From an optimization exercise on the open Yosys and OpenROAD flow, aimed at small area and a short achievable clock period; shortcuts taken in it are not production practice.
The RTL was checked by simulation tests, not by an equivalence proof against the original design.

Design fir_16tap, start of the top module:
module fir_16tap (
	input  wire               clk,
	input  wire               rst,
	input  wire signed [15:0] xin,
	output wire signed [35:0] yout
);
clock: 12.5 ns
lec_check: 0
cap_margin: 20
core_margin: 2
core_utilization: 60
slew_margin: 20
synth_hierarchical: 1
standard.sh (not shown) runs the stock make flow with config.mk's settings and CLKGATE_MAP_FILE= SYNTH_SCRIPT=/design/flow/synth_recipe.tcl, a recipe that flattens the netlist after the stock synthesis.
==> flow/flow/run.sh <==
#!/bin/bash
# The standard layout, with:
# - ORFS synthesis run through flow/my_synth.tcl, which is synth_recipe.tcl
#   with Yosys's abc pass given flow/abc.script and the full-adder
#   extraction limited to full adders in module fir_v;
# - a tighter setup target for timing repair;
# - small port buffers;
# - a clock tree of small buffers without dummy loads.
# make's output goes to make.log.
set -euo pipefail
export MY_ABC_SCRIPT="$PWD/flow/abc.script"
export MY_EXTRACT_FA="-fa fir_v"
bash standard.sh \
  "SYNTH_SCRIPT=$PWD/flow/my_synth.tcl" \
  SETUP_SLACK_MARGIN=8.4 \
  "BUFFER_PORTS_ARGS=-buffer_cell sky130_fd_sc_hd__buf_2" \
  "CTS_ARGS=-sink_clustering_enable -repair_clock_nets -dont_use_dummy_load -buf_list {sky130_fd_sc_hd__clkbuf_8} -sink_clustering_size 22 -sink_clustering_max_diameter 40" \
  finish > make.log 2>&1
==> flow/flow/abc.script <==
&get -n
&st
&dch
&nf -R 1000
&put
topo
stime -c
==> flow/flow/my_synth.tcl <==
proc synth {args} { yosys synth -nofsm -noshare {*}$args }
proc abc {args} {
  set i [lsearch -exact $args -script]
  if {$i >= 0 && [info exists ::env(MY_ABC_SCRIPT)]} { lset args [expr {$i + 1}] $::env(MY_ABC_SCRIPT) }
  yosys abc {*}$args
}
proc extract_fa {args} {
  if {[info exists ::env(MY_EXTRACT_FA)]} { set args $::env(MY_EXTRACT_FA) }
  yosys extract_fa {*}$args
}
source $::env(SCRIPTS_DIR)/synth.tcl
# left out here: clear keep_hierarchy, flatten, clean up, hide names made inside functions, write 1_2_yosys.v
The starting point finished clean.
Then changed:
--- a/flow/flow/run.sh
+++ b/flow/flow/run.sh
@@ -15,4 +15,4 @@
   SETUP_SLACK_MARGIN=8.4 \
   "BUFFER_PORTS_ARGS=-buffer_cell sky130_fd_sc_hd__buf_2" \
-  "CTS_ARGS=-sink_clustering_enable -repair_clock_nets -dont_use_dummy_load -buf_list {sky130_fd_sc_hd__clkbuf_8} -sink_clustering_size 22 -sink_clustering_max_diameter 40" \
+  "CTS_ARGS=-sink_clustering_enable -repair_clock_nets -dont_use_dummy_load -buf_list {sky130_fd_sc_hd__clkbuf_16} -sink_clustering_size 32 -sink_clustering_max_diameter 60" \
   finish > make.log 2>&1
Effect:
- The new run produced a clean layout
- design area grows by 0.86%
- global-route usage barely changes
- worst setup slack loses 53 ps
- routed wire length increases by 0.80%
- area after synthesis does not change
- cell count is lower by 0.93%
Then changed:
--- a/flow/flow/run.sh
+++ b/flow/flow/run.sh
@@ -15,4 +15,4 @@
   SETUP_SLACK_MARGIN=8.4 \
   "BUFFER_PORTS_ARGS=-buffer_cell sky130_fd_sc_hd__buf_2" \
-  "CTS_ARGS=-sink_clustering_enable -repair_clock_nets -dont_use_dummy_load -buf_list {sky130_fd_sc_hd__clkbuf_16} -sink_clustering_size 32 -sink_clustering_max_diameter 60" \
+  "CTS_ARGS=-sink_clustering_enable -repair_clock_nets -dont_use_dummy_load -buf_list {sky130_fd_sc_hd__clkbuf_8} -sink_clustering_size 20 -sink_clustering_max_diameter 50" \
   finish > make.log 2>&1
==> flow/flow/abc.script (replaced) <==
strash
dch
map -a
topo
stime -c
CORE_UTILIZATION = 65   (was 60)
What happened: Area after synthesis increases by 5.1%; count of clock-buffer cells in the layout came out higher by 5; utilization came out higher by 5.6 points; design area rose by 3.9%; hold slack stays flat; global-route usage climbs by 0.49 points; sequential share of layout area drops by 2.0 points; final cell count climbs by 19%; non-clock buffer count goes up by 10.

========
fir_16tap again, from the RTL that the note above started with.
clock: 12.5 ns
lec_check: 0
cap_margin: 20
core_margin: 2
core_utilization: 60
slew_margin: 20
synth_hierarchical: 1
==> flow/flow/run.sh <==
#!/bin/bash
# The standard layout, with:
# - ORFS synthesis run through flow/my_synth.tcl, which is synth_recipe.tcl
#   with Yosys's abc pass given flow/abc.script and the full-adder
#   extraction limited to full adders in module fir_v;
# - a tighter setup target for timing repair;
# - small port buffers;
# - a clock tree of small buffers without dummy loads.
# make's output goes to make.log.
set -euo pipefail
export MY_ABC_SCRIPT="$PWD/flow/abc.script"
export MY_EXTRACT_FA="-fa fir_v"
bash standard.sh \
  "SYNTH_SCRIPT=$PWD/flow/my_synth.tcl" \
  SETUP_SLACK_MARGIN=8.45 \
  "BUFFER_PORTS_ARGS=-buffer_cell sky130_fd_sc_hd__buf_2" \
  "CTS_ARGS=-sink_clustering_enable -repair_clock_nets -dont_use_dummy_load -buf_list {sky130_fd_sc_hd__clkbuf_8} -sink_clustering_size 20 -sink_clustering_max_diameter 50" \
  finish > make.log 2>&1
==> flow/flow/abc.script <==
&get -n
&st
&dch
&nf -R 1000
&put
topo
stime -c
Scripts as last shown in full above: flow/flow/my_synth.tcl
The starting point passed the timing, DRC and antenna checks.
==> next run, changes <==
==> flow/flow/run.sh (replaced) <==
#!/bin/bash
# The standard layout, with a tighter setup target for timing repair, small
# port buffers and no dummy clock loads.  make's output goes to make.log.
set -euo pipefail
bash standard.sh \
  SETUP_SLACK_MARGIN=8.8 \
  "BUFFER_PORTS_ARGS=-buffer_cell sky130_fd_sc_hd__buf_2" \
  "CTS_ARGS=-sink_clustering_enable -repair_clock_nets -dont_use_dummy_load" \
  finish > make.log 2>&1
- CORE_UTILIZATION: 60 -> 40
removed: flow/flow/abc.script
removed: flow/flow/my_synth.tcl
Maximum frequency came out lower by 5.6%; core utilization came out lower by 19 points; clock skew came out lower by 0.020 ns.
==> next run, changes <==
==> flow/flow/run.sh (replaced) <==
#!/bin/bash
# The standard layout, with:
# - ORFS synthesis run through flow/my_synth.tcl, which is synth_recipe.tcl
#   with Yosys's abc pass given flow/abc.script and the full-adder
#   extraction limited to full adders in module fir_v;
# - a tighter setup target for timing repair;
# - small port buffers;
# - a clock tree of small buffers without dummy loads.
# make's output goes to make.log.
set -euo pipefail
export MY_ABC_SCRIPT="$PWD/flow/abc.script"
export MY_EXTRACT_FA="-fa fir_v"
bash standard.sh \
  "SYNTH_SCRIPT=$PWD/flow/my_synth.tcl" \
  SETUP_SLACK_MARGIN=8.4 \
  "BUFFER_PORTS_ARGS=-buffer_cell sky130_fd_sc_hd__buf_2" \
  "CTS_ARGS=-sink_clustering_enable -repair_clock_nets -dont_use_dummy_load -buf_list {sky130_fd_sc_hd__clkbuf_8} -sink_clustering_size 20 -sink_clustering_max_diameter 50" \
  finish > make.log 2>&1
==> flow/flow/abc.script (new file) <==
&get -n
&st
&dch
&nf -R 1000
&put
topo
stime -c
==> flow/flow/my_synth.tcl (new file) <==
proc synth {args} { yosys synth -nofsm -noshare {*}$args }
proc abc {args} {
  set i [lsearch -exact $args -script]
  if {$i >= 0 && [info exists ::env(MY_ABC_SCRIPT)]} { lset args [expr {$i + 1}] $::env(MY_ABC_SCRIPT) }
  yosys abc {*}$args
}
proc extract_fa {args} {
  if {[info exists ::env(MY_EXTRACT_FA)]} { set args $::env(MY_EXTRACT_FA) }
  yosys extract_fa {*}$args
}
source $::env(SCRIPTS_DIR)/synth.tcl
# left out here: clear keep_hierarchy, flatten, clean up, hide names made inside functions, write 1_2_yosys.v
- CORE_UTILIZATION: 40 -> 65
- TNS_END_PERCENT: default -> 10
=> Cell count is lower by 11%; area after synthesis went down by 6.1%; register-to-register slack loses 0.38 ns; via count grows by 1.3%; wire length is higher by 6.7%; worst setup slack improved by 0.21 ns; core utilization grows by 24 points; design area came out lower by 15%; worst hold slack degrades by 0.0053 ns; first-iteration DRC count is higher by 94%.
==> next run, changes <==
- CAP_MARGIN: 20 -> 5
- SLEW_MARGIN: 20 -> 5
- TNS_END_PERCENT: 10 -> default
Result: Setup slack improves by 0.078 ns. Sequential share of layout area increases by 0.20 points. Final cell count hardly moves. Routed wire length goes down by a few percent. First-iteration DRC count shrinks by a quarter to a third. Die area stays the same. Synthesized cell count does not change.

==> re-timing with driven ports <==
Ports are ideal in the flow. The routed layouts listed here were re-timed in OpenROAD. Step 1 assumes that a clkbuf_16 drives the clock port and a buf_2 every other input. Step 2 moves the port delays by t, midway between the first and last clock arrival at a register: inputs arrive t later, outputs are due t later. That takes back most of the time a late clock gives input paths. a / b / c = ideal / step 1 / step 2; a / b = the first two.
| run | t, ns | slack for setup (ns) | worst setup path after step 2 |
|---|---|---|---|
| the first run of note 1 | 0.592 | 8.574 / 8.587 / 7.995 | input to register |
| the second run of note 1 | 0.516 | 8.521 / 8.544 / 8.028 | input to register |
| the third run of note 1 | 0.561 | 8.526 / 8.543 / 7.982 | input to register |
| the first run of note 2 | 0.549 | 8.437 / 8.454 / 7.905 | input to register |
| the second run of note 2 | 0.559 | 8.195 / 8.201 / 7.642 | input to register |
| the third run of note 2 | 0.561 | 8.401 / 8.412 / 7.851 | input to register |
| the fourth run of note 2 | 0.556 | 8.479 / 8.500 / 7.944 | input to register |
After both steps every run listed still meets setup and hold. The setup slack of the first run of note 1, which loses most, moves by +0.013 ns with the drivers and by -0.579 ns with both steps.
